Background: an optimization exercise with open tools, aiming at small area, a short achievable clock period and few clock cycles per item. Do not read the settings as production practice. RTL that was checked went through simulation tests only; none was proved equivalent to the original. The clock port is modelled as an ideal driver, which makes a skipped or thinned clock tree look cheaper than it is; a real chip needs a root buffer or a tree. Power and IR drop assume default switching activity.

Design heichips25_systolicArray, start of the top module:
module heichips25_systolicArray #(
    parameter BITWIDTH = 4,
    parameter OUTWIDTH = 2*BITWIDTH
)(
    input                           clk,
    input                           reset,
    input        [BITWIDTH -1:0]    data_in,
    input                           load_weights,
    input                           load_inputs,
    input                           store_outputs,
    output logic [OUTWIDTH -1:0]    results,
    output logic                    valid_out
);
For scale: ~650 cells after synthesis, ~220 flip-flops, roughly 18 I/O pins, about 8800 sq um of cells after synthesis.
clock: 6.5 ns
lec_check: 0
cap_margin: 20
core_margin: 2
core_utilization: 60
cts_cluster_diameter: 80
cts_cluster_size: 32
setup_slack_margin: 4.27
slew_margin: 20
run.sh (not shown) runs the stock make flow with config.mk's settings and CLKGATE_MAP_FILE= SYNTH_SCRIPT=/design/flow/synth_recipe.tcl, a recipe that flattens the netlist after the stock synthesis.
The starting point passed the timing, design-rule and antenna checks.
Testbench counts at the start, summed over its fixed seeds: cycles 9,216, jobs 192.
Then changed:
--- a/flow/config.mk
+++ b/flow/config.mk
@@ -9,6 +9,6 @@
 export CORE_MARGIN = 2
 export CORE_UTILIZATION = 60
-export CTS_CLUSTER_DIAMETER = 80
-export CTS_CLUSTER_SIZE = 32
+export CTS_CLUSTER_DIAMETER = 120
+export CTS_CLUSTER_SIZE = 28
 export SETUP_SLACK_MARGIN = 4.27
 export SLEW_MARGIN = 20
The new run went through all stages and came out clean.
Wire length decreases by 0.34%.
Count of clock-buffer cells in the layout increases by 3.
Die area does not change.
Design area decreases by 0.49%.
Global-route usage decreases by 0.11 points.
Fmax is about the same.
Critical path depth increases by 7.
Total power decreases by 1.3%.
Clock power decreases by 5.4%.
Then changed:
--- a/flow/config.mk
+++ b/flow/config.mk
@@ -8,7 +8,5 @@
 export CAP_MARGIN = 20
 export CORE_MARGIN = 2
-export CORE_UTILIZATION = 60
-export CTS_CLUSTER_DIAMETER = 120
-export CTS_CLUSTER_SIZE = 28
-export SETUP_SLACK_MARGIN = 4.27
+export CORE_UTILIZATION = 40
+export SETUP_SLACK_MARGIN = 4.3
 export SLEW_MARGIN = 20
After rerunning:
- worst setup slack loses 0.021 ns
- utilization came out lower by 19 points
- power is higher by about a fifth
Then changed:
--- a/flow/config.mk
+++ b/flow/config.mk
@@ -6,7 +6,10 @@
 export NUM_CORES = 4
 export LEC_CHECK = 0
+export ABC_AREA = 1
 export CAP_MARGIN = 20
 export CORE_MARGIN = 2
-export CORE_UTILIZATION = 40
-export SETUP_SLACK_MARGIN = 4.3
+export CORE_UTILIZATION = 60
+export CTS_CLUSTER_DIAMETER = 120
+export CTS_CLUSTER_SIZE = 28
+export SETUP_SLACK_MARGIN = 4.27
 export SLEW_MARGIN = 20
=>
- power drops by 19%
- fmax came out higher by 0.92%
- wire length grows by about 10%
Then changed:
--- a/flow/config.mk
+++ b/flow/config.mk
@@ -6,10 +6,8 @@
 export NUM_CORES = 4
 export LEC_CHECK = 0
-export ABC_AREA = 1
 export CAP_MARGIN = 20
 export CORE_MARGIN = 2
 export CORE_UTILIZATION = 60
-export CTS_CLUSTER_DIAMETER = 120
-export CTS_CLUSTER_SIZE = 28
-export SETUP_SLACK_MARGIN = 4.27
+export CTS_BUF_LIST = sky130_fd_sc_hd__clkbuf_8 sky130_fd_sc_hd__clkbuf_4
+export SETUP_SLACK_MARGIN = 4.3
 export SLEW_MARGIN = 20
Clock-buffer cell count goes up by 46; total power goes up by 24%; sequential share of layout area goes up by 3.1 points; final cell count goes down by 37%; register-to-register slack gains 0.03 ns.

---

heichips25_systolicArray, a different RTL version from the one above (not shown whole).
Size: ~220 flip-flops, about 18 I/O pins.
clock: 6.5 ns
lec_check: 0
cap_margin: 20
core_margin: 2
core_utilization: 60
cts_cluster_diameter: 120
cts_cluster_size: 28
setup_slack_margin: 4.27
slew_margin: 20
standard.sh (not shown) runs the stock make flow with config.mk's settings and CLKGATE_MAP_FILE= SYNTH_SCRIPT=/design/flow/synth_recipe.tcl, a recipe that flattens the netlist after the stock synthesis.
==> flow/flow/run.sh <==
#!/bin/bash
# Layout flow: the standard flow (standard.sh), with one change to clock
# tree synthesis (pre_cts.tcl): the clock tree is built by TritonCTS as usual,
# then its middle level of buffers is removed so that the root buffer drives
# the leaf buffers directly. The tree stays balanced; it has one buffer less
# between the clock port and every register.
set -euo pipefail
work=$(pwd)
export PRE_CTS_TCL="$work/flow/pre_cts.tcl"
bash standard.sh > "$work/flow_standard.log" 2>&1 || { tail -50 "$work/flow_standard.log"; exit 1; }
tail -5 "$work/flow_standard.log"
==> flow/flow/pre_cts.tcl <==
# Sourced by ORFS's cts.tcl before clock tree synthesis (PRE_CTS_TCL).
# Wraps clock_tree_synthesis: after TritonCTS has built the tree, each buffer
# between the root buffer and the leaf buffers is removed and the leaf buffers
# it drove are connected to the root buffer's net. No dummy loads are added.
rename clock_tree_synthesis my_cts_orig
proc clock_tree_synthesis { args } {
  my_cts_orig {*}$args -dont_use_dummy_load
  set block [ord::get_db_block]
  set clkport [$block findBTerm clk]
  set clknet [$clkport getNet]
  # the root buffer: the one cell the clock port drives
  set roots {}
  foreach it [$clknet getITerms] {
    if {[$it isInputSignal]} { lappend roots [$it getInst] }
  }
  if {[llength $roots] != 1} { puts "pre_cts: [llength $roots] cells on the clock port, tree left as built"; return }
  set rootnet [[[lindex $roots 0] findITerm X] getNet]
  set removed 0
  foreach it [$rootnet getITerms] {
    if {![$it isInputSignal]} continue
    set inst [$it getInst]
    if {![string match *clkbuf* [[$inst getMaster] getName]]} continue
    set onet [[$inst findITerm X] getNet]
    set loads {}
    set allbuf 1
    foreach l [$onet getITerms] {
      if {[$l isInputSignal]} {
        lappend loads $l
        if {![string match *clkbuf* [[[$l getInst] getMaster] getName]]} { set allbuf 0 }
      }
    }
    if {!$allbuf || [llength $loads] == 0} continue
    foreach l $loads { $l disconnect; $l connect $rootnet }
    $it disconnect
    [$inst findITerm X] disconnect
    odb::dbInst_destroy $inst
    odb::dbNet_destroy $onet
    incr removed
  }
  puts "pre_cts: removed $removed middle clock buffers"
}
Change:
==> flow/run.sh (new file) <==
#!/bin/bash
# synth_recipe.tcl (not shown) runs the flow's synth.tcl, then flattens the netlist and writes it again
# the make line also repeats each setting of config.mk as NAME=value (left out here)
make -C /OpenROAD-flow-scripts/flow DESIGN_CONFIG=/design/flow/config.mk WORK_HOME=/design/flow/orfs CLKGATE_MAP_FILE= SYNTH_SCRIPT=/design/flow/synth_recipe.tcl finish
removed: flow/flow/run.sh
removed: flow/flow/pre_cts.tcl
removed: flow/standard.sh
What happened:
- critical path depth falls by 4
- utilization rises by 0.38 points
- final area rises by 0.58%
- global-route usage falls by 0.81 points
- clock-buffer cell count rises by 8
- first-iteration DRC count rises by 8.7%
- power rises by 2.8%
Function was not checked in any run of this note: the RTL went through the layout flow alone.

---

Setup of v43:
heichips25_systolicArray, a different RTL version from the one above (not shown whole).
Size in the first run: roughly 18 I/O pins.
clock: 6.5 ns
lec_check: 0
cap_margin: 20
core_margin: 2
core_utilization: 66
cts_cluster_diameter: 120
cts_cluster_size: 28
setup_slack_margin: 4.55
slew_margin: 20
==> flow/flow/run.sh <==
#!/bin/bash
# Layout flow: the standard flow (standard.sh), with one change to clock
# tree synthesis (pre_cts.tcl): the clock tree is built by TritonCTS as usual,
# then its middle level of buffers is removed so that the root buffer drives
# the leaf buffers directly. The tree stays balanced; it has one buffer less
# between the clock port and every register. Its buffers are then made
# inverters of the same drive (two inversions between the port and every
# register). The clock port drives two root inverters, each half the leaves.
# The ports are buffered with buf_2 rather than the slow delay
# buffer that buffer_ports picks by default.
set -euo pipefail
work=$(pwd)
export PRE_CTS_TCL="$work/flow/pre_cts.tcl"
export BUFFER_PORTS_ARGS="-buffer_cell sky130_fd_sc_hd__buf_2"
bash standard.sh > "$work/flow_standard.log" 2>&1 || { tail -50 "$work/flow_standard.log"; exit 1; }
tail -5 "$work/flow_standard.log"
==> flow/flow/pre_cts.tcl <==
# Sourced by ORFS's cts.tcl before clock tree synthesis (PRE_CTS_TCL).
# Wraps clock_tree_synthesis: after TritonCTS has built the tree (without
# dummy loads), each buffer between the root buffer and the leaf buffers is
# removed and the leaf buffers it drove are connected to the root buffer's
# net, and a second root buffer, also on the clock port, takes over half of
# the leaf buffers. Then every buffer of the tree (roots and leaves) is replaced by
# an inverter of the same drive at the same place: the registers see the clock
# through two inversions, so its edges are unchanged, and every register is
# still reached through the same number of stages.
rename clock_tree_synthesis my_cts_orig
proc clock_tree_synthesis { args } {
  my_cts_orig {*}$args -dont_use_dummy_load
  set block [ord::get_db_block]
  set clkport [$block findBTerm clk]
  set clknet [$clkport getNet]
  # the root buffer: the one cell the clock port drives
  set roots {}
  foreach it [$clknet getITerms] {
    if {[$it isInputSignal]} { lappend roots [$it getInst] }
  }
  if {[llength $roots] != 1} { puts "pre_cts: [llength $roots] cells on the clock port, tree left as built"; return }
  set root [lindex $roots 0]
  set rootnet [[$root findITerm X] getNet]
  set removed 0
  foreach it [$rootnet getITerms] {
    if {![$it isInputSignal]} continue
    set inst [$it getInst]
    if {![string match *clkbuf* [[$inst getMaster] getName]]} continue
    set onet [[$inst findITerm X] getNet]
    set loads {}
    set allbuf 1
    foreach l [$onet getITerms] {
      if {[$l isInputSignal]} {
        lappend loads $l
        if {![string match *clkbuf* [[[$l getInst] getMaster] getName]]} { set allbuf 0 }
      }
    }
    if {!$allbuf || [llength $loads] == 0} continue
    foreach l $loads { $l disconnect; $l connect $rootnet }
    $it disconnect
    [$inst findITerm X] disconnect
    odb::dbInst_destroy $inst
    odb::dbNet_destroy $onet
    incr removed
  }
  puts "pre_cts: removed $removed middle clock buffers"
  # split the root: a second root buffer next to the first takes the leaf
  # buffers on the far half (by x), so each root drives half the leaves
  set leaves {}
  foreach it [$rootnet getITerms] {
    if {[$it isInputSignal]} { lappend leaves $it }
  }
  set n [llength $leaves]
  if {$n >= 4} {
    set xs {}
    foreach it $leaves { lappend xs [list [lindex [[$it getInst] getLocation] 0] $it] }
    set xs [lsort -integer -index 0 $xs]
    set master [$root getMaster]
    set loc [$root getLocation]
    set root2 [odb::dbInst_create $block $master [$root getName]_b]
    $root2 setLocation [lindex $loc 0] [lindex $loc 1]
    $root2 setPlacementStatus PLACED
    set net2 [odb::dbNet_create $block [$rootnet getName]_b]
    $net2 setSigType CLOCK
    [$root2 findITerm A] connect $clknet
    [$root2 findITerm X] connect $net2
    foreach pair [lrange $xs [expr {$n / 2}] end] {
      set it [lindex $pair 1]
      $it disconnect
      $it connect $net2
    }
    puts "pre_cts: second root buffer drives [expr {$n - $n / 2}] of $n leaf buffers"
  }
  # roots and leaves: buffers -> inverters
  set inv [[ord::get_db] findMaster sky130_fd_sc_hd__clkinv_16]
  set tree {}
  foreach it [$clknet getITerms] {
    if {[$it isInputSignal]} {
      set r [$it getInst]
      lappend tree $r
      foreach it2 [[[$r findITerm X] getNet] getITerms] {
        if {[$it2 isInputSignal]} { lappend tree [$it2 getInst] }
      }
    }
  }
  set swapped 0
  foreach inst $tree {
    if {![string match *clkbuf* [[$inst getMaster] getName]]} continue
    set in [[$inst findITerm A] getNet]
    set out [[$inst findITerm X] getNet]
    set loc [$inst getLocation]
    set name [$inst getName]
    odb::dbInst_destroy $inst
    set ni [odb::dbInst_create $block $inv ${name}_inv]
    $ni setLocation [lindex $loc 0] [lindex $loc 1]
    $ni setPlacementStatus PLACED
    [$ni findITerm A] connect $in
    [$ni findITerm Y] connect $out
    incr swapped
  }
  puts "pre_cts: $swapped clock buffers made inverters"
}
Both conditions hold for v43: the flow ran to the end and the final layout passed the timing, design-rule and antenna checks.
Testbench counts of v43, summed over its fixed seeds: cycles 9,216, jobs 192.
> inputs changed (v43 -> v25)
Settings: swapping 4.55 for 4.5 in SETUP_SLACK_MARGIN.
diff --git a/flow/flow/run.sh b/flow/flow/run.sh
--- a/flow/flow/run.sh
+++ b/flow/flow/run.sh
@@ -8,2 +8 @@
-# register). The clock port drives two root inverters, each half the leaves.
-# The ports are buffered with buf_2 rather than the slow delay
+# register). The ports are buffered with buf_2 rather than the slow delay
diff --git a/flow/flow/pre_cts.tcl b/flow/flow/pre_cts.tcl
--- a/flow/flow/pre_cts.tcl
+++ b/flow/flow/pre_cts.tcl
@@ -5,2 +5 @@
-# net, and a second root buffer, also on the clock port, takes over half of
-# the leaf buffers. Then every buffer of the tree (roots and leaves) is replaced by
+# net. Then every buffer of the tree (the root and the leaves) is replaced by
@@ -47,3 +46,3 @@
-  # split the root: a second root buffer next to the first takes the leaf
-  # buffers on the far half (by x), so each root drives half the leaves
-  set leaves {}
+  # root and leaves: buffers -> inverters
+  set inv [[ord::get_db] findMaster sky130_fd_sc_hd__clkinv_16]
+  set tree [list $root]
@@ -51,34 +50 @@
-    if {[$it isInputSignal]} { lappend leaves $it }
-  }
-  set n [llength $leaves]
-  if {$n >= 4} {
-    set xs {}
-    foreach it $leaves { lappend xs [list [lindex [[$it getInst] getLocation] 0] $it] }
-    set xs [lsort -integer -index 0 $xs]
-    set master [$root getMaster]
-    set loc [$root getLocation]
-    set root2 [odb::dbInst_create $block $master [$root getName]_b]
-    $root2 setLocation [lindex $loc 0] [lindex $loc 1]
-    $root2 setPlacementStatus PLACED
-    set net2 [odb::dbNet_create $block [$rootnet getName]_b]
-    $net2 setSigType CLOCK
-    [$root2 findITerm A] connect $clknet
-    [$root2 findITerm X] connect $net2
-    foreach pair [lrange $xs [expr {$n / 2}] end] {
-      set it [lindex $pair 1]
-      $it disconnect
-      $it connect $net2
-    }
-    puts "pre_cts: second root buffer drives [expr {$n - $n / 2}] of $n leaf buffers"
-  }
-  # roots and leaves: buffers -> inverters
-  set inv [[ord::get_db] findMaster sky130_fd_sc_hd__clkinv_16]
-  set tree {}
-  foreach it [$clknet getITerms] {
-    if {[$it isInputSignal]} {
-      set r [$it getInst]
-      lappend tree $r
-      foreach it2 [[[$r findITerm X] getNet] getITerms] {
-        if {[$it2 isInputSignal]} { lappend tree [$it2 getInst] }
-      }
-    }
+    if {[$it isInputSignal]} { lappend tree [$it getInst] }
==> comparison <==
- Combinational fraction of design power on v25 is down relative to v43.
- Re sequential share of layout area: v43 and v25 aren't equal, and the lower value belongs to v43.
- Relative to v43, final worst-path cycle share has increased by 0.99 points in v25.
- Re transition at the pin with the smallest max-transition slack: v43 was higher than v25.
- Worst setup slack on v25 is down relative to v43.
- The lower logic depth of the worst setup path including buffers of v43 and v25 is in v25.
Edits applied to the flow inputs when going from v25 to v23:
Settings: SETUP_SLACK_MARGIN: 4.5 -> 4.42.
Results
Of v25 and v23, v25 shows the lower sequential share of layout area, with v23 above it. [compare] base=v25 new=v23: total power dropped 0.000066 W; global-route usage dropped 0.19 points.
Modified inputs, v52 compared to v23
Settings: SETUP_SLACK_MARGIN now 4.48, was 4.42.
diff --git a/flow/flow/run.sh b/flow/flow/run.sh
--- a/flow/flow/run.sh
+++ b/flow/flow/run.sh
@@ -8 +8,2 @@
-# register). The ports are buffered with buf_2 rather than the slow delay
+# register). The clock port drives two root inverters, each half the leaves.
+# The ports are buffered with buf_2 rather than the slow delay
diff --git a/flow/flow/pre_cts.tcl b/flow/flow/pre_cts.tcl
--- a/flow/flow/pre_cts.tcl
+++ b/flow/flow/pre_cts.tcl
@@ -5 +5,2 @@
-# net. Then every buffer of the tree (the root and the leaves) is replaced by
+# net, and a second root buffer, also on the clock port, takes over half of
+# the leaf buffers. Then every buffer of the tree (roots and leaves) is replaced by
@@ -46 +47,28 @@
-  # root and leaves: buffers -> inverters
+  # split the root: a second root buffer next to the first takes the leaf
+  # buffers on the far half (by x), so each root drives half the leaves
+  set leaves {}
+  foreach it [$rootnet getITerms] {
+    if {[$it isInputSignal]} { lappend leaves $it }
+  }
+  set n [llength $leaves]
+  if {$n >= 4} {
+    set xs {}
+    foreach it $leaves { lappend xs [list [lindex [[$it getInst] getLocation] 0] $it] }
+    set xs [lsort -integer -index 0 $xs]
+    set master [$root getMaster]
+    set loc [$root getLocation]
+    set root2 [odb::dbInst_create $block $master [$root getName]_b]
+    $root2 setLocation [lindex $loc 0] [lindex $loc 1]
+    $root2 setPlacementStatus PLACED
+    set net2 [odb::dbNet_create $block [$rootnet getName]_b]
+    $net2 setSigType CLOCK
+    [$root2 findITerm A] connect $clknet
+    [$root2 findITerm X] connect $net2
+    foreach pair [lrange $xs [expr {$n / 2}] end] {
+      set it [lindex $pair 1]
+      $it disconnect
+      $it connect $net2
+    }
+    puts "pre_cts: second root buffer drives [expr {$n - $n / 2}] of $n leaf buffers"
+  }
+  # roots and leaves: buffers -> inverters
@@ -48,3 +76,9 @@
-  set tree [list $root]
-  foreach it [$rootnet getITerms] {
-    if {[$it isInputSignal]} { lappend tree [$it getInst] }
+  set tree {}
+  foreach it [$clknet getITerms] {
+    if {[$it isInputSignal]} {
+      set r [$it getInst]
+      lappend tree $r
+      foreach it2 [[[$r findITerm X] getNet] getITerms] {
+        if {[$it2 isInputSignal]} { lappend tree [$it2 getInst] }
+      }
+    }
Wire length of the first global-routing pass across v23 and v52: no real change. Of v52 and v23, it is v52 that has the higher total length of routed met3 wires. [compare] base=v23 new=v52: sequential share of layout area now sits lower, clock skew now sits at about the same level, wire length now sits higher, area of combinational cells with multiple inputs now sits higher. Comparing post-route core utilization for v23 and v52, the bigger number came from v52. Worst-case setup margin in the final layout on v52 is up relative to v23. v52 vs v23, instance count: v52 higher. Delta (v52 minus v23): clock network power share climbed 0.2 points, cell area increased by 1.2% relative to the old numbers. No stage failed in v52, and the final checks on the layout all came back clean.
In every run of this note, the design's own scripts or RTL, not TritonCTS, make the clock network.

-- separate check: timing with driven ports --
How much do the figures lean on ideal ports? The routed layouts below were timed once more, with nothing changed but the port constraints.
Step 1 assumes that a clkbuf_16 drives the clock port and a buf_2 every other input.
Step 2 adds t to the input delays and takes it off the output delays; t is the mean of the earliest and latest rising clock arrival at the registers after step 1. Input paths then give back, and output paths get back, about the clock's delay inside the block.
a / b / c = ideal / step 1 / step 2; a / b = the first two.
run | t (ns) | slack for setup (ns) | hold WS [ns]
the first run of note 1 | 0.502 | 4.275 / 4.232 / 3.773 | 0.329 / 0.329 / 0.329
the second run of note 1 | 0.492 | 4.275 / 4.251 / 3.779 | 0.335 / 0.335 / 0.335
the third run of note 1 | 0.548 | 4.254 / 4.210 / 3.780 | 0.326 / 0.326 / 0.326
the fourth run of note 1 | 0.501 | 4.274 / 4.245 / 3.761 | 0.335 / 0.335 / 0.335
the fifth run of note 1 | 0.559 | 4.238 / 4.199 / 3.744 | 0.321 / 0.321 / 0.321
the first run of note 2 | 0.433 | 4.305 / 4.298 / 3.903 | 0.341 / 0.341 / 0.341
the second run of note 2 | 0.502 | 4.268 / 4.225 / 3.806 | 0.344 / 0.344 / 0.344
v43 | 0.322 | 4.504 / 4.443 / 4.240 | 0.331 / 0.331 / 0.331
v25 | 0.397 | 4.440 / 4.361 / 4.212 | 0.331 / 0.331 / 0.331
v23 | 0.390 | 4.449 / 4.371 / 4.145 | 0.331 / 0.331 / 0.331
v52 | 0.327 | 4.517 / 4.423 / 4.276 | 0.327 / 0.327 / 0.327
After both steps setup and hold are still met in every run listed. The setup slack of the fourth run of note 1, which loses most, moves by -0.029 ns with the drivers and by -0.513 ns with both steps.
